Background: an optimization exercise with open tools, aiming at small area and a short achievable clock period. Do not read the settings as production practice.
Only simulation tests tie the RTL to the original design; equivalence was not proved.
No driver is modelled on the clock port, so clocking that relies on it looks cheaper here than on a real chip.

==> flow/design.v (outline; a module is shown in full before it is edited, if it fits) <==
// module fir_32nd: 2065 lines
// module fir_fa: 4 lines
// module fir_ha: 4 lines
module fir_32nd (
    input clk,
    input reset,
    input signed [15:0] data_in,
    output reg signed [15:0] filtered_output
);
  // ...
==> flow/flow/run.sh <==
#!/bin/bash
# Own flow: the standard synthesis, then the standard ORFS steps with
# buf_4 port buffers, no delay cells in buffering, the reset net rebuilt
# as a balanced buffer tree after placement (flow/reset_tree.tcl), and a
# larger setup margin so timing repair works on the paths that set the
# achieved period. CTS_ARGS picks smaller leaf clock buffers.
set -e
H=$PWD/flow/hook.tcl
bash standard.sh synth > synth.log 2>&1
bash standard.sh SETUP_SLACK_MARGIN=11 BUFFER_PORTS_ARGS="-buffer_cell sky130_fd_sc_hd__buf_4" \
  PRE_GLOBAL_PLACE_TCL=$H PRE_RESIZE_TCL=$H POST_RESIZE_TCL=$PWD/flow/reset_tree.tcl PRE_CTS_TCL=$H PRE_GLOBAL_ROUTE_TCL=$H \
  CTS_ARGS="-sink_clustering_enable -repair_clock_nets -sink_clustering_size 12 -sink_clustering_max_diameter 100 -sink_clustering_buffer sky130_fd_sc_hd__clkbuf_8 -root_buf sky130_fd_sc_hd__clkbuf_16 -buf_list sky130_fd_sc_hd__clkbuf_16 -dont_use_dummy_load" finish > layout.log 2>&1
==> flow/flow/hook.tcl <==
# Keep delay cells out of buffering and sizing.
set_dont_use [get_lib_cells {sky130_fd_sc_hd__clkdlybuf4s* sky130_fd_sc_hd__dlygate4sd* sky130_fd_sc_hd__dlymetal6s*}]
==> flow/flow/reset_tree.tcl <==
# Rebuild the asynchronous reset net as a balanced two-level buffer tree.
# The reset port's buffer drives the inverter that makes the active-low
# RESET_B/SET_B signal; every buffer below that inverter is removed and
# the flip-flops are re-clustered by recursive bisection of their
# locations: leaf buffers drive up to LEAF pins, mid buffers drive up to
# MID leaf buffers, and the inverter drives the mid buffers.
# (This file is sourced from inside a proc: keep state in ::rt.)
namespace eval rt {}
set ::rt::LEAF 20
set ::rt::MID 8
set ::rt::block [ord::get_db_block]
set ::rt::db [ord::get_db]

proc is_async_pin {it} {
  set n [[$it getMTerm] getName]
  return [expr {$n eq "RESET_B" || $n eq "SET_B"}]
}
proc is_buf {inst} {
  set m [[$inst getMaster] getName]
  return [expr {[string match "sky130_fd_sc_hd__buf_*" $m] || [string match "sky130_fd_sc_hd__clkbuf_*" $m]}]
}
proc out_iterm {inst} {
  foreach it [$inst getITerms] {
    if {[$it isOutputSignal]} { return $it }
  }
  return ""
}

# root: the net driven by the inverter fed from the reset port's buffer
set rport [$::rt::block findBTerm reset]
set pnet [$rport getNet]
set root ""
set inv ""
foreach it [$pnet getITerms] {
  set b [$it getInst]
  set bo [out_iterm $b]
  if {$bo eq ""} continue
  foreach it2 [[$bo getNet] getITerms] {
    if {[$it2 isInputSignal]} {
      set m [[[$it2 getInst] getMaster] getName]
      if {[string match "*inv*" $m]} { set inv [$it2 getInst]; set root [[out_iterm $inv] getNet] }
    }
  }
}
if {$root eq ""} { puts "reset_tree: root not found"; return }

# collect sinks and the buffers between the root and the sinks
set ::rt::sinks {}
set ::rt::bufs {}
set ::rt::nets {}
proc ::rt::walk {net} {
  foreach it [$net getITerms] {
    if {![$it isInputSignal]} continue
    set inst [$it getInst]
    if {[is_async_pin $it]} {
      lappend ::rt::sinks $it
    } elseif {[is_buf $inst]} {
      lappend ::rt::bufs $inst
      set o [[out_iterm $inst] getNet]
      lappend ::rt::nets $o
      ::rt::walk $o
    } else {
      puts "reset_tree: unexpected load [$inst getName]/[[$it getMTerm] getName]"
    }
  }
}
::rt::walk $root
set sinks $::rt::sinks
puts "reset_tree: [llength $sinks] sinks, removing [llength $::rt::bufs] buffers"
if {[llength $sinks] == 0} { return }
foreach it $sinks { $it disconnect }
foreach b $::rt::bufs { odb::dbInst_destroy $b }
foreach n $::rt::nets { odb::dbNet_destroy $n }

proc loc {it} {
  set bb [[$it getInst] getBBox]
  return [list [expr {([$bb xMin] + [$bb xMax]) / 2}] [expr {([$bb yMin] + [$bb yMax]) / 2}]]
}
# recursive bisection of {x y payload} items into groups of at most n
proc bisect {items n} {
  if {[llength $items] <= $n} { return [list $items] }
  set xs [lsort -integer [lmap i $items {lindex $i 0}]]
  set ys [lsort -integer [lmap i $items {lindex $i 1}]]
  set k [expr {([lindex $xs end] - [lindex $xs 0]) >= ([lindex $ys end] - [lindex $ys 0]) ? 0 : 1}]
  set s [lsort -integer -index $k $items]
  set h [expr {[llength $s] / 2}]
  return [concat [bisect [lrange $s 0 [expr {$h - 1}]] $n] [bisect [lrange $s $h end] $n]]
}
proc centroid {grp} {
  set sx 0; set sy 0
  foreach i $grp { incr sx [lindex $i 0]; incr sy [lindex $i 1] }
  set c [llength $grp]
  return [list [expr {$sx / $c}] [expr {$sy / $c}]]
}
set ::rt::cnt 0
proc add_buf {master xy innet} {
  set name "rsttree_$::rt::cnt"
  incr ::rt::cnt
  set inst [odb::dbInst_create $::rt::block [$::rt::db findMaster $master] $name]
  $inst setLocation [lindex $xy 0] [lindex $xy 1]
  $inst setPlacementStatus PLACED
  set net [odb::dbNet_create $::rt::block "${name}_o"]
  [$inst findITerm A] connect $innet
  [$inst findITerm X] connect $net
  return [list $inst $net]
}

set items [lmap it $sinks {concat [loc $it] [list $it]}]
set leaves {}
foreach grp [bisect $items $::rt::LEAF] {
  set xy [centroid $grp]
  lassign [add_buf sky130_fd_sc_hd__buf_4 $xy $root] inst net
  foreach i $grp { [lindex $i 2] connect $net }
  lappend leaves [concat $xy [list $inst]]
}
foreach grp [bisect $leaves $::rt::MID] {
  set xy [centroid $grp]
  lassign [add_buf sky130_fd_sc_hd__buf_8 $xy $root] inst net
  foreach i $grp {
    set a [[lindex $i 2] findITerm A]
    $a disconnect
    $a connect $net
  }
}
$inv swapMaster [$::rt::db findMaster sky130_fd_sc_hd__inv_8]
puts "reset_tree: built [llength $leaves] leaf buffers, $::rt::cnt buffers in all"
==> flow/standard.sh <==
#!/bin/bash
# synth_recipe.tcl (not shown) runs the flow's synth.tcl, then flattens the netlist and writes it again
# the make line also repeats each setting of config.mk as NAME=value (left out here)
make -C /OpenROAD-flow-scripts/flow DESIGN_CONFIG=/design/flow/config.mk WORK_HOME=/design/flow/orfs CLKGATE_MAP_FILE= SYNTH_SCRIPT=/design/flow/synth_recipe.tcl "${@:-finish}"
==> flow/config.mk <==
export PLATFORM = sky130hd
export DESIGN_NAME = fir_32nd
export DESIGN_NICKNAME = fir_32nd
export VERILOG_FILES = /design/flow/design.v
export SDC_FILE = /design/flow/constraint.sdc
export NUM_CORES = 4
export LEC_CHECK = 0
export CAP_MARGIN = 20
export CORE_MARGIN = 2
export CORE_UTILIZATION = 70
export CTS_CLUSTER_DIAMETER = 120
export CTS_CLUSTER_SIZE = 16
export SLEW_MARGIN = 20
export SYNTH_HIERARCHICAL = 1
export TNS_END_PERCENT = 5
==> flow/constraint.sdc <==
create_clock -name core_clock -period 15.0 [get_ports {clk}]
set_input_delay 3.0000 -clock core_clock [delete_from_list [all_inputs] [get_ports {clk}]]
set_output_delay 3.0000 -clock core_clock [all_outputs]
set_load 0.01 [all_outputs]
==> results.yml, run 1 <==
run_status:
  run_status: "complete, no violations"
timing:
  skew_ns: 0.0471
  worst_hold_slack_ns: 0.332
  maxSlewViolCount: 0
  tightestPinTransition_ns: 0.795
synthesis:
  synth_top_family_by_area: "adder cells"
  postSynthAreaPerCell_um2: 15.5
  netlist.top_cell.by_area: "sky130_fd_sc_hd__fa_1"
  synthMuxAreaShare_pct: 0.147
  synthMostInstantiatedCell: "sky130_fd_sc_hd__fa_1"
  area_contributors_post_synth: "sky130_fd_sc_hd__fa_1 39%, sky130_fd_sc_hd__dfrtp_1 32%, sky130_fd_sc_hd__dfxtp_1 10%"
  synth-edff-count: 0
  top_cell_types_by_occurrence_after_synthesis: "814 x sky130_fd_sc_hd__fa_1, 541 x sky130_fd_sc_hd__dfrtp_1, 296 x sky130_fd_sc_hd__inv_1"
drt:
  antenna_left: 0
  totalWireLength_mm: 104
flow_run:
  max-cap-violations: 0
worst_setup_path:
  cell_family_with_most_cp_delay: "flip-flops"
  timing.critical_path.arrival_ns: 1.11
  worst_path_max_delay_cell: "sky130_fd_sc_hd__dfrtp_1"
  endpoint_kind: "primary output"
  timing.critical_path.from_type: "register"
  rr_worst_depth: 7
cts:
  ctsHoldBuffers: 0
floorplanning:
  core.rowCount: 89
  placeable_core_area_um2: 59000
  die_height_um: 248
  dieWidth_um: 248
finish:
  layout.cell_area.non_filler_um2: 44500
  insertedDiodeCount: 3
  sequential_cell_area_share_pct: 40.2
  area_taken_by_multi_input_logic_gates_um2: 22800
  flops_and_latches: 751
placement:
  dp.cells: 3524
  place_worst_setup_slack_ns: 10.72
  place.detailed.hpwl_mm: 86.7
  numPortBuffers: 33
global_routing:
  grt_first_pass_wirelength_mm: 157
  global_route.usage.met3_pct: 8.05
hold_path:
  holdPathStages: 0
  launch_instance_of_the_worst_min_delay_path: "x6[7]"
==> inputs of run 2 (changes only) <==
--- a/flow/config.mk
+++ b/flow/config.mk
@@ -8,8 +8,8 @@
 export CAP_MARGIN = 20
 export CORE_MARGIN = 2
-export CORE_UTILIZATION = 70
+export CORE_UTILIZATION = 60
 export CTS_CLUSTER_DIAMETER = 120
 export CTS_CLUSTER_SIZE = 16
 export SLEW_MARGIN = 20
 export SYNTH_HIERARCHICAL = 1
-export TNS_END_PERCENT = 5
+export TNS_END_PERCENT = 20
==> run 2 against run 1 <==
Hold slack better by 0.0091 ns. Utilization down 10 points. Final cell count grew 4.6%. Die area rose by 16%. Synthesized area unchanged. Synthesized cell count did not move. Fmax up 0.45%. Cell area is 0.70% higher. Worst setup slack gained 0.018 ns. Highest routed layer is now met5.
==> results.yml, run 2 <==
drt:
  wire_per_inst_um: 28.1
  firstDrtPassIters: 7
  antenna_left: 0
  drc: 0
  vias: 21400
  totalWireLength_mm: 106
  drt-initial-drc-count: 1517
  vias_per_cell: 5.68
finish:
  largest_registers: "R2a (31), R2b (31)"
  mostFrequentLayoutCells: "804 x sky130_fd_sc_hd__fa_1, 517 x sky130_fd_sc_hd__dfrtp_1, 295 x sky130_fd_sc_hd__inv_1"
  layout-area-overhead-vs-synth_pct: 7.32
  most_frequent_standard_cell_in_the_layout_excluding_fill_and_tap_cells: "sky130_fd_sc_hd__fa_1"
  layout.cell_area.non_filler_um2: 44800
  num-nets-final: 3888
  post_route_cells_drive_above_1_share_pct: 9.52
cts:
  clock-sinks: 751
  clock_pin_transition_on_the_worst_setup_and_hold_timing_paths_ns: 0.08
  cts_tree: "yes"
  ctsHoldBuffers: 0
  worstSkewPairLatency_ns: 0.60
  cts_made_buffers: 72
placement:
  final_replace_weighted_congestion: 0.945
  place.detailed.hpwl_mm: 88.8
  place_area_um2: 43400
  numPortBuffers: 33
timing:
  final-hold-violation-count: 0
  tns_ns: 0
  final_period_minus_worst_setup_slack_ns: 4.10
  skew_ns: 0.0434
  max_slew_margin_pct: 43.5
  max_freq_mhz: 244
  min_period_over_period_pct: 27.3
  rsz_0062_raised_after_global_routing: "true"
  setup_viol: 0
  maxSlewViolCount: 0
  tightestPinTransition_ns: 0.838
floorplanning:
  placeable_core_area_um2: 68700
  die_area_um2: 71600
  die_height_um: 268
  boundaryPins: 34
  dieWidth_um: 268
  core.rowCount: 96
  start_util_pct: 60.7
synthesis:
  synthesis.area_um2: 41700
  netlist.top_cell.by_area: "sky130_fd_sc_hd__fa_1"
  post_synth_inst_count: 2687
  synthesis.yosys.warnings: 7
  synth_async_sr_flop_share_pct: 72.0
  post-synth-top-area-fraction_pct: 39.1
  postSynthAreaPerCell_um2: 15.5
  synth_flop_cell: "sky130_fd_sc_hd__dfrtp_1"
  synth-edff-count: 0
  top_cell_types_by_occurrence_after_synthesis: "814 x sky130_fd_sc_hd__fa_1, 541 x sky130_fd_sc_hd__dfrtp_1, 296 x sky130_fd_sc_hd__inv_1"
  number_of_distinct_standard_cells_referenced_by_the_synthesized_netlist: 57
  fraction_of_the_yosys_area_taken_by_sequential_cells_pct: 42.5
  area_contributors_post_synth: "sky130_fd_sc_hd__fa_1 39%, sky130_fd_sc_hd__dfrtp_1 32%, sky130_fd_sc_hd__dfxtp_1 10%"
  ys_ff_latch: 751
  synthMostInstantiatedCell: "sky130_fd_sc_hd__fa_1"
  post_synthesis_net_count: 3737
global_routing:
  grt_first_pass_wirelength_mm: 160
  grt-ovfl-total: 0
  grt_antenna_before_repair: 8
  gr-usage-all-layers_pct: 32.0
  via_count_of_the_first_global_routing_pass: 24700
  grt_start_max_net_pins: 18
worst_setup_path:
  setup.worst_path.start: "filtered_output[12]"
  timing.setup.critical_path_class: "reg -> out"
  crit_path_cell_trace: "buf_6"
  timing.critical_path.from_type: "register"
  path_buf_inv: 1
  rr_worst_depth: 7
  worst_path_max_delay_cell: "sky130_fd_sc_hd__dfrtp_1"
  timing.critical_path.slowest_cell_delay_ns: 0.40
  destination_of_the_critical_timing_path: "filtered_output[12]"
  path_max_fanout: 1
  worst_ep_required_time_ns: 12.00
  r2r_setup_slack_ns: 10.98
  critical_path.reg2reg.startpoint: "G15[11]"
  worstSetupPathDepth: 1
  timing.critical_path.arrival_ns: 1.10
  cell_family_with_most_cp_delay: "flip-flops"
  r2r-end: "R2b[18]"
  endpoint_kind: "primary output"
hold_path:
  holdCritPathClass: "reg -> reg"
run_status:
  run_status: "complete, no violations"
flow_run:
  max-cap-violations: 0
run 2: cell counts after synthesis:
No cell type changed its count.
run 2: per-stage QoR:
step / utilization [%] / setup slack (ns) / instances / hold WS, ns
floorplan: - / 4.64 / 2687 / 0.331
global placement: 62.8 / 8.72 / 3652 / 0.331
detailed placement: 63.2 / 10.73 / 3682 / 0.335
CTS: 65.0 / 10.88 / 3759 / 0.347
global route: 65.2 / 10.87 / 3767 / 0.346
finish: 65.2 / 10.90 / 3768 / 0.342
run 2: cell families after synthesis:
kind of cell	count (synthesis)	share of synthesized area (%)
and+or+nand+nor	216	2.52
other	1	0.00899
DFF	751	42.5
adders and majority gates	1032	45.6
AOI/OAI and AO/OA	290	4.60
xor gates and xnor gates	89	1.87
muxes	6	0.147
buffers and inverters	302	2.72
run 2: per-layer routing:
metal	up-vias	share of wire [%]	track usage [%]	routed length [um]
li1	8837	-	-	-
met1	11700	42	45.3	44800
met2	728	47	50.7	50100
met3	181	7.1	6.96	7460
met4	8	3.2	9.69	3380
met5	-	0.031	0	33
run 2: per-module statistics from Yosys (local to each module, per instance):
module    times used  cells  flops+latches
fir_fa           791      1              0
fir_32nd           1   1835            751
fir_ha            61      1              0
run 2: area by class of cell, without the clock buffers:
type	count	area, um2
Tap cell	931	1160
Timing Repair Buffer	47	309
Fill cell	5003	23900
Antenna cell	1	2.50
Inverter	296	1120
Buffer	36	300
Sequential cell	751	17900
Multi-Input combinational cell	1634	22900
run 2: worst min path at each step:
stage          slack, ns  endpoint  cells after the start    from
2_1_floorplan       0.33       v2_                      0     v1_
3_3_place_gp        0.33    x15[3]                      0  x14[3]
3_5_place_dp        0.33    x11[2]                      0  x10[2]
4_1_cts             0.35    x15[3]                      0  x14[3]
5_1_grt             0.35    x14[7]                      0  x13[7]
6_report            0.34    x15[3]                      0  x14[3]
run 2: what timing repair did:
action | CTS | global route
pin swaps | 5 | 2
gates resized for setup | 93 | 35
buffers inserted | 5 | 8
setup endpoints to repair | 51 | 58
==> inputs of run 3 (changes only) <==
--- a/flow/config.mk
+++ b/flow/config.mk
@@ -13,3 +13,3 @@
 export SLEW_MARGIN = 20
 export SYNTH_HIERARCHICAL = 1
-export TNS_END_PERCENT = 20
+export TNS_END_PERCENT = 5
==> run 3 against run 2 <==
Global-route usage about the same. Utilization down 0.15 points. Fmax about the same. Final cell count down 0.32%. Wire length down 0.14%. Sequential share of layout area about the same. Highest routed layer unchanged. Hold slack worse by 0.00085 ns. Largest cell class unchanged. First-iteration DRC count down 0.73%. Critical path depth unchanged.
==> results.yml, run 3 <==
run_status:
  run_status: "complete, no violations"
worst_setup_path:
  r2r-end: "R1a[17]"
  worst_ep_required_time_ns: 12.00
  destination_of_the_critical_timing_path: "filtered_output[12]"
  cell_family_with_most_cp_delay: "flip-flops"
  setup.worst_path.start: "filtered_output[12]"
  rr_worst_depth: 7
  worst_path_max_delay_cell: "sky130_fd_sc_hd__dfrtp_1"
  timing.critical_path.arrival_ns: 1.10
  path_max_fanout: 1
  path_buf_inv: 1
  endpoint_kind: "primary output"
  timing.critical_path.slowest_cell_delay_ns: 0.40
  critical_path.reg2reg.startpoint: "p8[15]"
  r2r_setup_slack_ns: 10.94
  crit_path_cell_trace: "buf_6"
  worstSetupPathDepth: 1
  timing.critical_path.from_type: "register"
  timing.setup.critical_path_class: "reg -> out"
synthesis:
  area_contributors_post_synth: "sky130_fd_sc_hd__fa_1 39%, sky130_fd_sc_hd__dfrtp_1 32%, sky130_fd_sc_hd__dfxtp_1 10%"
  synth_fa_ha_area_share_pct: 45.6
  synthXorXnorAreaFrac_pct: 1.87
  synth-edff-count: 0
  number_of_distinct_standard_cells_referenced_by_the_synthesized_netlist: 57
  fraction_of_the_yosys_area_taken_by_sequential_cells_pct: 42.5
  post-synth-top-area-fraction_pct: 39.1
  synth_compound_gate_area_share_pct: 4.60
  top_cell_types_by_occurrence_after_synthesis: "814 x sky130_fd_sc_hd__fa_1, 541 x sky130_fd_sc_hd__dfrtp_1, 296 x sky130_fd_sc_hd__inv_1"
  post_synthesis_net_count: 3737
  synthesis.yosys.warnings: 7
  synth_async_sr_flop_share_pct: 72.0
  synthMuxAreaShare_pct: 0.147
  post_synth_inst_count: 2687
  synth_flop_cell: "sky130_fd_sc_hd__dfrtp_1"
  synth_top_family_by_area: "adder cells"
  ys_ff_latch: 751
  postSynthAreaPerCell_um2: 15.5
  netlist.top_cell.by_area: "sky130_fd_sc_hd__fa_1"
  synthesis.area_um2: 41700
  synthesized_area_fraction_occupied_by_and_or_nand_nor_cells_pct: 2.52
  synthMostInstantiatedCell: "sky130_fd_sc_hd__fa_1"
timing:
  skew_ns: 0.0439
  max_slew_margin_pct: 44.8
  max_freq_mhz: 244
  final_period_minus_worst_setup_slack_ns: 4.10
  maxSlewViolCount: 0
  tightestPinTransition_ns: 0.828
  min_period_over_period_pct: 27.3
  tns_ns: 0
  final-hold-violation-count: 0
  final.setup.worst_slack_ns: 10.90
  worst_hold_slack_ns: 0.341
  setup_viol: 0
  rsz_0062_raised_after_global_routing: "true"
placement:
  place.detailed.hpwl_mm: 88.8
  numPortBuffers: 33
  final_replace_weighted_congestion: 0.945
  place_worst_setup_slack_ns: 10.73
  dp.cells: 3682
cts:
  ctsHoldBuffers: 0
  worstSkewPairLatency_ns: 0.60
  clock-sinks: 751
  cts_made_buffers: 72
  clock_pin_transition_on_the_worst_setup_and_hold_timing_paths_ns: 0.08
  cts_tree: "yes"
floorplanning:
  die_area_um2: 71600
  core.rowCount: 96
  start_util_pct: 60.7
  placeable_core_area_um2: 68700
  die_height_um: 268
  boundaryPins: 34
  dieWidth_um: 268
flow_run:
  max-cap-violations: 0
finish:
  num-nets-final: 3877
  most_frequent_standard_cell_in_the_layout_excluding_fill_and_tap_cells: "sky130_fd_sc_hd__fa_1"
  largest_registers: "R2a (31), R2b (31)"
  final-instance-count-excl-fill: 3756
  insertedDiodeCount: 0
  mostFrequentLayoutCells: "812 x sky130_fd_sc_hd__fa_1, 523 x sky130_fd_sc_hd__dfrtp_1, 295 x sky130_fd_sc_hd__inv_1"
  layout-area-overhead-vs-synth_pct: 7.07
  post_route_cells_drive_above_1_share_pct: 8.71
  nFillCells: 4998
global_routing:
  grt_start_max_net_pins: 18
  gr-usage-all-layers_pct: 32.0
  grt_antenna_before_repair: 9
  grt_first_pass_wirelength_mm: 159
  grt-ovfl-total: 0
  via_count_of_the_first_global_routing_pass: 24700
drt:
  vias: 21400
  drc: 0
  drt-initial-drc-count: 1506
  totalWireLength_mm: 106
  antenna_left: 0
  wire_per_inst_um: 28.1
  firstDrtPassIters: 7
  vias_per_cell: 5.70
hold_path:
  holdCritPathClass: "reg -> reg"
## run 3: area by class of cell, without the clock buffers
class,count,area (um2),area share [%]
multi-input cells,1634,22900,51.2
repair buffers,36,268,0.600
well taps,931,1160,2.61
plain buffers,36,300,0.672
flip-flops and latches,751,17900,40.0
inverters,296,1120,2.50
## run 3: how the worst min path moves through the flow
| stage | startpoint | end | slack [ns] | cells past startpoint |
|---|---|---|---|---|
| 5_1_grt | x13[7] | x14[7] | 0.35 | 0 |
| 4_1_cts | x14[3] | x15[3] | 0.35 | 0 |
| 3_3_place_gp | x14[3] | x15[3] | 0.33 | 0 |
| 6_report | x14[3] | x15[3] | 0.34 | 0 |
| 2_1_floorplan | v1_ | v2_ | 0.33 | 0 |
| 3_5_place_dp | x10[2] | x11[2] | 0.33 | 0 |
## run 3: stage by stage
stage / area, um2 / util, %
global route: 44700 / 65.0
CTS: 44600 / 64.9
floorplan: 41700 / -
finish: 44700 / 65.0
global placement: 43200 / 62.8
detailed placement: 43400 / 63.2
## run 3: Yosys stat by module, one instance, submodules excluded
module / cells inside / flops+latches / copies in the design
fir_32nd: 1835 / 751 / 1
fir_fa: 1 / 0 / 791
fir_ha: 1 / 0 / 61
## run 3: repair_timing
action	in CTS	in global routing
endpoints found under the hold margin	0	0
setup buffers	0	2
resized for setup	59	36
endpoints found under the setup margin	51	64
pin swaps	0	2
## run 3: metal layers
| layer | part of all wire, % | vias up | global-route usage (%) |
|---|---|---|---|
| li1 | - | 8811 | - |
| met1 | 42 | 11600 | 45.0 |
| met2 | 47 | 745 | 50.5 |
| met3 | 7.1 | 213 | 7.17 |
| met4 | 3.6 | 10 | 10.0 |
| met5 | 0.050 | - | 0 |
## run 3: logic make-up after synthesis
logic type               Yosys count
AO/OA/AOI/OAI                    290
XOR/XNOR                          89
adder cells (fa/ha/maj)         1032
buffers and inverters            302
flip-flops                       751
multiplexers                       6
other                              1
AND/OR/NAND/NOR                  216
==> inputs of run 4 (changes only) <==
--- a/flow/flow/run.sh
+++ b/flow/flow/run.sh
@@ -8,5 +8,5 @@
 H=$PWD/flow/hook.tcl
 bash standard.sh synth > synth.log 2>&1
-bash standard.sh SETUP_SLACK_MARGIN=11 BUFFER_PORTS_ARGS="-buffer_cell sky130_fd_sc_hd__buf_4" \
+bash standard.sh SETUP_SLACK_MARGIN=11.2 BUFFER_PORTS_ARGS="-buffer_cell sky130_fd_sc_hd__buf_4" \
   PRE_GLOBAL_PLACE_TCL=$H PRE_RESIZE_TCL=$H POST_RESIZE_TCL=$PWD/flow/reset_tree.tcl PRE_CTS_TCL=$H PRE_GLOBAL_ROUTE_TCL=$H \
   CTS_ARGS="-sink_clustering_enable -repair_clock_nets -sink_clustering_size 12 -sink_clustering_max_diameter 100 -sink_clustering_buffer sky130_fd_sc_hd__clkbuf_8 -root_buf sky130_fd_sc_hd__clkbuf_16 -buf_list sky130_fd_sc_hd__clkbuf_16 -dont_use_dummy_load" finish > layout.log 2>&1
==> run 4 against run 3 <==
Still clean on timing, DRC and antenna. Fmax barely moved. Hold slack is essentially flat. Clock skew is 0.0018 ns lower. Critical path depth is the same. Die area unchanged. Via count rose by 0.33%. Utilization grew 0.48 points. Sequential share of layout area about the same. Sequential cell count is the same. Worst setup slack hardly changed. Critical path type unchanged. Critical endpoint unchanged. Largest cell class unchanged.
==> results.yml, run 4 <==
run_status:
  run_status: "complete, no violations"
synthesis:
  synthMostInstantiatedCell: "sky130_fd_sc_hd__fa_1"
  ys_ff_latch: 751
  synthesis.yosys.warnings: 7
  postSynthAreaPerCell_um2: 15.5
  post-synth-top-area-fraction_pct: 39.1
  fraction_of_the_yosys_area_taken_by_sequential_cells_pct: 42.5
  area_contributors_post_synth: "sky130_fd_sc_hd__fa_1 39%, sky130_fd_sc_hd__dfrtp_1 32%, sky130_fd_sc_hd__dfxtp_1 10%"
  synth_async_sr_flop_share_pct: 72.0
  synthesis.area_um2: 41700
  synth_flop_cell: "sky130_fd_sc_hd__dfrtp_1"
  number_of_distinct_standard_cells_referenced_by_the_synthesized_netlist: 57
  top_cell_types_by_occurrence_after_synthesis: "814 x sky130_fd_sc_hd__fa_1, 541 x sky130_fd_sc_hd__dfrtp_1, 296 x sky130_fd_sc_hd__inv_1"
  netlist.top_cell.by_area: "sky130_fd_sc_hd__fa_1"
  post_synth_inst_count: 2687
  post_synthesis_net_count: 3737
  synth-edff-count: 0
placement:
  place.detailed.hpwl_mm: 88.8
  final_replace_weighted_congestion: 0.945
  numPortBuffers: 33
global_routing:
  grt-ovfl-total: 0
  gr-usage-all-layers_pct: 32.0
  grt_first_pass_wirelength_mm: 160
  grt_start_max_net_pins: 18
  via_count_of_the_first_global_routing_pass: 24800
  grt_antenna_before_repair: 9
drt:
  vias: 21500
  top_signal_layer_used: "met5"
  drc: 0
  totalWireLength_mm: 106
  drt-initial-drc-count: 1457
  antenna_left: 0
  wl_met3_mm: 7.75
  wire_per_inst_um: 27.9
  met2RoutedLength_mm: 49.9
  vias_per_cell: 5.68
  route.layer.met1.wl_mm: 44.4
  firstDrtPassIters: 5
floorplanning:
  die_area_um2: 71600
  start_util_pct: 60.7
  dieWidth_um: 268
  placeable_core_area_um2: 68700
  die_height_um: 268
  boundaryPins: 34
  core.rowCount: 96
worst_setup_path:
  timing.critical_path.slowest_cell_delay_ns: 0.40
  worst_path_max_delay_cell: "sky130_fd_sc_hd__dfrtp_1"
  cell_family_with_most_cp_delay: "flip-flops"
  path_max_fanout: 1
  path_buf_inv: 1
  crit_path_cell_trace: "buf_6"
  timing.critical_path.arrival_ns: 1.10
  timing.setup.critical_path_class: "reg -> out"
  worst_ep_required_time_ns: 12.00
  r2r_setup_slack_ns: 10.95
  timing.critical_path.from_type: "register"
  endpoint_kind: "primary output"
finish:
  post_route_cells_drive_above_1_share_pct: 10.5
  final_standard_cell_utilization_of_the_core_pct: 65.5
  layout-area-overhead-vs-synth_pct: 7.87
  nFillCells: 4963
  largest_registers: "R2a (31), R2b (31)"
  num-nets-final: 3901
  most_frequent_standard_cell_in_the_layout_excluding_fill_and_tap_cells: "sky130_fd_sc_hd__fa_1"
  mostFrequentLayoutCells: "795 x sky130_fd_sc_hd__fa_1, 518 x sky130_fd_sc_hd__dfrtp_1, 294 x sky130_fd_sc_hd__inv_1"
  insertedDiodeCount: 0
hold_path:
  holdCritPathClass: "reg -> reg"
timing:
  rsz_0062_raised_after_global_routing: "true"
  final_period_minus_worst_setup_slack_ns: 4.10
  min_period_over_period_pct: 27.3
  setup_viol: 0
  tightestPinTransition_ns: 0.834
  maxSlewViolCount: 0
  max_freq_mhz: 244
  final-hold-violation-count: 0
  tns_ns: 0
  max_slew_margin_pct: 43.8
  skew_ns: 0.0421
cts:
  clock-sinks: 751
  clock_pin_transition_on_the_worst_setup_and_hold_timing_paths_ns: 0.08
  cts_made_buffers: 72
  cts_tree: "yes"
  worstSkewPairLatency_ns: 0.60
flow_run:
  max-cap-violations: 0
## run 4: cell counts after synthesis
No cell type changed its count.
## run 4: through the flow
stage                     setup slack, ns  hold slack [ns]  instances  area, um2
after global placement               8.72            0.331       3652      43200
final                               10.90            0.341       3780      45000
after global routing                10.87            0.346       3780      45000
after CTS                           10.88            0.347       3773      44800
after detailed placement            10.73            0.335       3682      43400
after floorplan                      4.64            0.331       2687      41700
## run 4: repair_timing
item / CTS / global route
gates resized for setup: 126 / 51
setup endpoints to repair: 77 / 82
setup buffers: 19 / 7
hold buffers: 0 / 0
endpoints found under the hold margin: 0 / 0
pin swaps: 10 / 5
## run 4: kinds of logic after synthesis
kind of cell    Yosys count  synth area share (%)
fa+ha+maj              1032                  45.6
compound gates          290                  4.60
flops                   751                  42.5
simple gates            216                  2.52
mux                       6                 0.147
buf+inv                 302                  2.72
other cells               1               0.00899
xor+xnor                 89                  1.87
## run 4: metal layers
layer / global-route usage [%] / vias up
li1: - / 8851
met1: 45.0 / 11700
met2: 50.7 / 718
met3: 7.26 / 195
met4: 9.86 / 10
met5: 0 / -
## run 4: area by class of cell, without the clock buffers
class                           instances  area, um2  area share [%]
Buffer                                 36        300           0.667
Inverter                              296       1120            2.49
Multi-Input combinational cell       1634      22900            51.0
Sequential cell                       751      18000            40.0
Tap cell                              931       1160            2.59
Timing Repair Buffer                   60        410           0.912
## run 4: path summary, 6_finish.rpt
kind,start,endpoint,cells after the start
setup / recovery,filtered_output[12],filtered_output[12],1
hold / removal,x14[3],x15[3],0
setup reg to reg,p8[15],R1a[17],7
hold reg to reg,x14[3],x15[3],0
max in group asynchronous,reset,p11[8],4
min in group asynchronous,reset,x7[5],4
## run 4: modules after synthesis, one instance, submodules excluded
module	cells inside	area [um2]	times used	flip-flops and latches
fir_ha	1	12.5	61	0
fir_32nd	1835	25100	1	751
fir_fa	1	20.0	791	0
==> inputs of run 5 (changes only) <==
--- a/flow/flow/run.sh
+++ b/flow/flow/run.sh
@@ -8,5 +8,5 @@
 H=$PWD/flow/hook.tcl
 bash standard.sh synth > synth.log 2>&1
-bash standard.sh SETUP_SLACK_MARGIN=11.2 BUFFER_PORTS_ARGS="-buffer_cell sky130_fd_sc_hd__buf_4" \
+bash standard.sh SETUP_SLACK_MARGIN=11 BUFFER_PORTS_ARGS="-buffer_cell sky130_fd_sc_hd__buf_4" \
   PRE_GLOBAL_PLACE_TCL=$H PRE_RESIZE_TCL=$H POST_RESIZE_TCL=$PWD/flow/reset_tree.tcl PRE_CTS_TCL=$H PRE_GLOBAL_ROUTE_TCL=$H \
   CTS_ARGS="-sink_clustering_enable -repair_clock_nets -sink_clustering_size 12 -sink_clustering_max_diameter 100 -sink_clustering_buffer sky130_fd_sc_hd__clkbuf_8 -root_buf sky130_fd_sc_hd__clkbuf_16 -buf_list sky130_fd_sc_hd__clkbuf_16 -dont_use_dummy_load" finish > layout.log 2>&1
--- a/flow/flow/reset_tree.tcl
+++ b/flow/flow/reset_tree.tcl
@@ -7,5 +7,5 @@
 # (This file is sourced from inside a proc: keep state in ::rt.)
 namespace eval rt {}
-set ::rt::LEAF 20
+set ::rt::LEAF 24
 set ::rt::MID 8
 set ::rt::block [ord::get_db_block]
@@ -110,5 +110,5 @@
 foreach grp [bisect $items $::rt::LEAF] {
   set xy [centroid $grp]
-  lassign [add_buf sky130_fd_sc_hd__buf_4 $xy $root] inst net
+  lassign [add_buf sky130_fd_sc_hd__buf_2 $xy $root] inst net
   foreach i $grp { [lindex $i 2] connect $net }
   lappend leaves [concat $xy [list $inst]]
==> run 5 against run 4 <==
Critical endpoint unchanged. Critical path depth unchanged. Highest routed layer unchanged. Final cell count decreased by 0.53%. Hold slack improved by 0.0054 ns. Largest cell class unchanged. Sequential cell count unchanged. Die area unchanged. Via count increased by 0.35%.
==> results.yml, run 5 <==
flow_run:
  max-cap-violations: 0
synthesis:
  synth-edff-count: 0
  synth_flop_cell: "sky130_fd_sc_hd__dfrtp_1"
  synth_async_sr_flop_share_pct: 72.0
  synthesis.yosys.warnings: 7
  fraction_of_the_yosys_area_taken_by_sequential_cells_pct: 42.5
  ys_ff_latch: 751
  synthesis.area_um2: 41700
  number_of_distinct_standard_cells_referenced_by_the_synthesized_netlist: 57
  netlist.top_cell.by_area: "sky130_fd_sc_hd__fa_1"
  synthMostInstantiatedCell: "sky130_fd_sc_hd__fa_1"
  postSynthAreaPerCell_um2: 15.5
  post-synth-top-area-fraction_pct: 39.1
  area_contributors_post_synth: "sky130_fd_sc_hd__fa_1 39%, sky130_fd_sc_hd__dfrtp_1 32%, sky130_fd_sc_hd__dfxtp_1 10%"
  top_cell_types_by_occurrence_after_synthesis: "814 x sky130_fd_sc_hd__fa_1, 541 x sky130_fd_sc_hd__dfrtp_1, 296 x sky130_fd_sc_hd__inv_1"
  post_synthesis_net_count: 3737
  post_synth_inst_count: 2687
timing:
  tns_ns: 0
  min_period_over_period_pct: 27.3
  final_period_minus_worst_setup_slack_ns: 4.10
  skew_ns: 0.0361
  max_freq_mhz: 244
  tightestPinTransition_ns: 0.877
  rsz_0062_raised_after_global_routing: "true"
  max_slew_margin_pct: 40.9
  maxSlewViolCount: 0
  final-hold-violation-count: 0
  setup_viol: 0
worst_setup_path:
  timing.critical_path.arrival_ns: 1.10
  worst_path_max_delay_cell: "sky130_fd_sc_hd__dfrtp_1"
  crit_path_cell_trace: "buf_6"
  endpoint_kind: "primary output"
  path_buf_inv: 1
  worst_ep_required_time_ns: 12.00
  timing.critical_path.slowest_cell_delay_ns: 0.39
  timing.critical_path.from_type: "register"
  cell_family_with_most_cp_delay: "flip-flops"
  path_max_fanout: 1
  timing.setup.critical_path_class: "reg -> out"
drt:
  wl_met3_mm: 7.07
  drc: 0
  wire_per_inst_um: 28.2
  firstDrtPassIters: 5
  drt-initial-drc-count: 1626
  totalWireLength_mm: 106
  top_signal_layer_used: "met5"
  met2RoutedLength_mm: 50.0
  route.layer.met1.wl_mm: 45.2
  vias: 21600
  antenna_left: 0
  vias_per_cell: 5.73
finish:
  num-nets-final: 3880
  final-instance-count-excl-fill: 3760
  most_frequent_standard_cell_in_the_layout_excluding_fill_and_tap_cells: "sky130_fd_sc_hd__fa_1"
  largest_registers: "R2a (31), R2b (31)"
  layout-area-overhead-vs-synth_pct: 6.96
  mostFrequentLayoutCells: "806 x sky130_fd_sc_hd__fa_1, 521 x sky130_fd_sc_hd__dfrtp_1, 295 x sky130_fd_sc_hd__inv_1"
  post_route_cells_drive_above_1_share_pct: 9.26
global_routing:
  grt_start_max_net_pins: 18
  grt_antenna_before_repair: 9
  grt_first_pass_wirelength_mm: 160
  gr-usage-all-layers_pct: 32.1
  via_count_of_the_first_global_routing_pass: 24900
  grt-ovfl-total: 0
floorplanning:
  die_area_um2: 71600
  start_util_pct: 60.7
  placeable_core_area_um2: 68700
  core.rowCount: 96
  boundaryPins: 34
  die_height_um: 268
  dieWidth_um: 268
cts:
  cts_tree: "yes"
  cts_made_buffers: 72
  clock_pin_transition_on_the_worst_setup_and_hold_timing_paths_ns: 0.08
  ctsHoldBuffers: 0
  clock-sinks: 751
  worstSkewPairLatency_ns: 0.60
placement:
  dp.cells: 3682
  numPortBuffers: 33
  place.detailed.hpwl_mm: 88.7
  final_replace_weighted_congestion: 0.945
hold_path:
  holdCritPathClass: "reg -> reg"
run_status:
  run_status: "complete, no violations"
[run 5: layer usage]
layer | track usage (%) | vias up
met1 | 46.1 | 11800
met5 | 0 | -
met2 | 50.8 | 763
met4 | 10.2 | 2
li1 | - | 8807
met3 | 5.85 | 195
[run 5: repair_timing]
item	CTS	global route
pin swaps	0	3
cloned	0	0
gates resized for setup	61	52
endpoints found under the setup margin	51	65
buffers inserted	0	5
[run 5: worst paths after layout]
| path | from | to | slack [ns] | depth (start not counted) |
|---|---|---|---|---|
| max in group asynchronous | reset | p7[9] | 11.78 | 4 |
| setup reg to reg | x1[13] | R1b[14] | 10.94 | 7 |
| hold reg to reg | x12[4] | x13[4] | 0.35 | 0 |
| min in group asynchronous | reset | x8[7] | 2.77 | 4 |
| hold / removal | x12[4] | x13[4] | 0.35 | 0 |
| setup / recovery | filtered_output[12] | filtered_output[12] | 10.90 | 1 |
[run 5: cell families after synthesis]
kind of cell             Yosys count  share of synthesized area, %
AND/OR/NAND/NOR                  216                          2.52
other                              1                       0.00899
buffers and inverters            302                          2.72
AO/OA/AOI/OAI                    290                          4.60
XOR/XNOR                          89                          1.87
flip-flops                       751                          42.5
adder cells (fa/ha/maj)         1032                          45.6
multiplexers                       6                         0.147
[run 5: layout make-up, without the clock buffers]
| cell class | instances | area (um2) |
|---|---|---|
| diodes | 1 | 2.50 |
| plain buffers | 36 | 220 |
| fillers | 4949 | 24100 |
| inverters | 296 | 1120 |
| multi-input cells | 1634 | 22900 |
| flip-flops and latches | 751 | 17900 |
| well taps | 931 | 1160 |
| repair buffers | 39 | 275 |
[run 5: modules after synthesis (local to each module, per instance)]
module / flip-flops and latches / area (um2) / cells inside
fir_ha: 0 / 12.5 / 1
fir_32nd: 751 / 25100 / 1835
fir_fa: 0 / 20.0 / 1
[run 5: per-stage QoR]
step | hold WS, ns | setup slack, ns | instance area (um2) | utilization (%)
floorplan | 0.331 | 4.64 | 41700 | -
global placement | 0.331 | 8.72 | 43200 | 62.8
detailed placement | 0.335 | 10.76 | 43300 | 63.1
CTS | 0.348 | 10.87 | 44500 | 64.8
global route | 0.344 | 10.87 | 44600 | 64.9
finish | 0.346 | 10.90 | 44600 | 64.9

## separate check: timing with driven ports
In the flow no input, the clock included, has a driving cell. The finished layouts below were timed again as built, in two steps.
Step 1 (the two cells are an assumption about what drives the block):
set clk [get_ports {clk}]
set_driving_cell -lib_cell sky130_fd_sc_hd__clkbuf_16 $clk
set_driving_cell -lib_cell sky130_fd_sc_hd__buf_2 [delete_from_list [all_inputs] $clk]
Step 2 times the ports against the registers' clock, not the clock port: input delays grow and output delays shrink by t, the midpoint of the rising clock arrivals with the driver on.
a / b / c = no drivers / after step 1 / after step 2; a / b = the first two.
run	t, ns	slack for setup (ns)	worst slew at a driven data input, ns
run 1	0.635	10.886 / 10.824 / 10.891	0.04
run 2	0.639	10.904 / 10.839 / 10.984	0.04
run 3	0.637	10.902 / 10.838 / 10.940	0.04
run 4	0.639	10.902 / 10.837 / 10.948	0.04
run 5	0.647	10.902 / 10.834 / 10.937	0.04
After both steps every run listed still meets setup and hold.
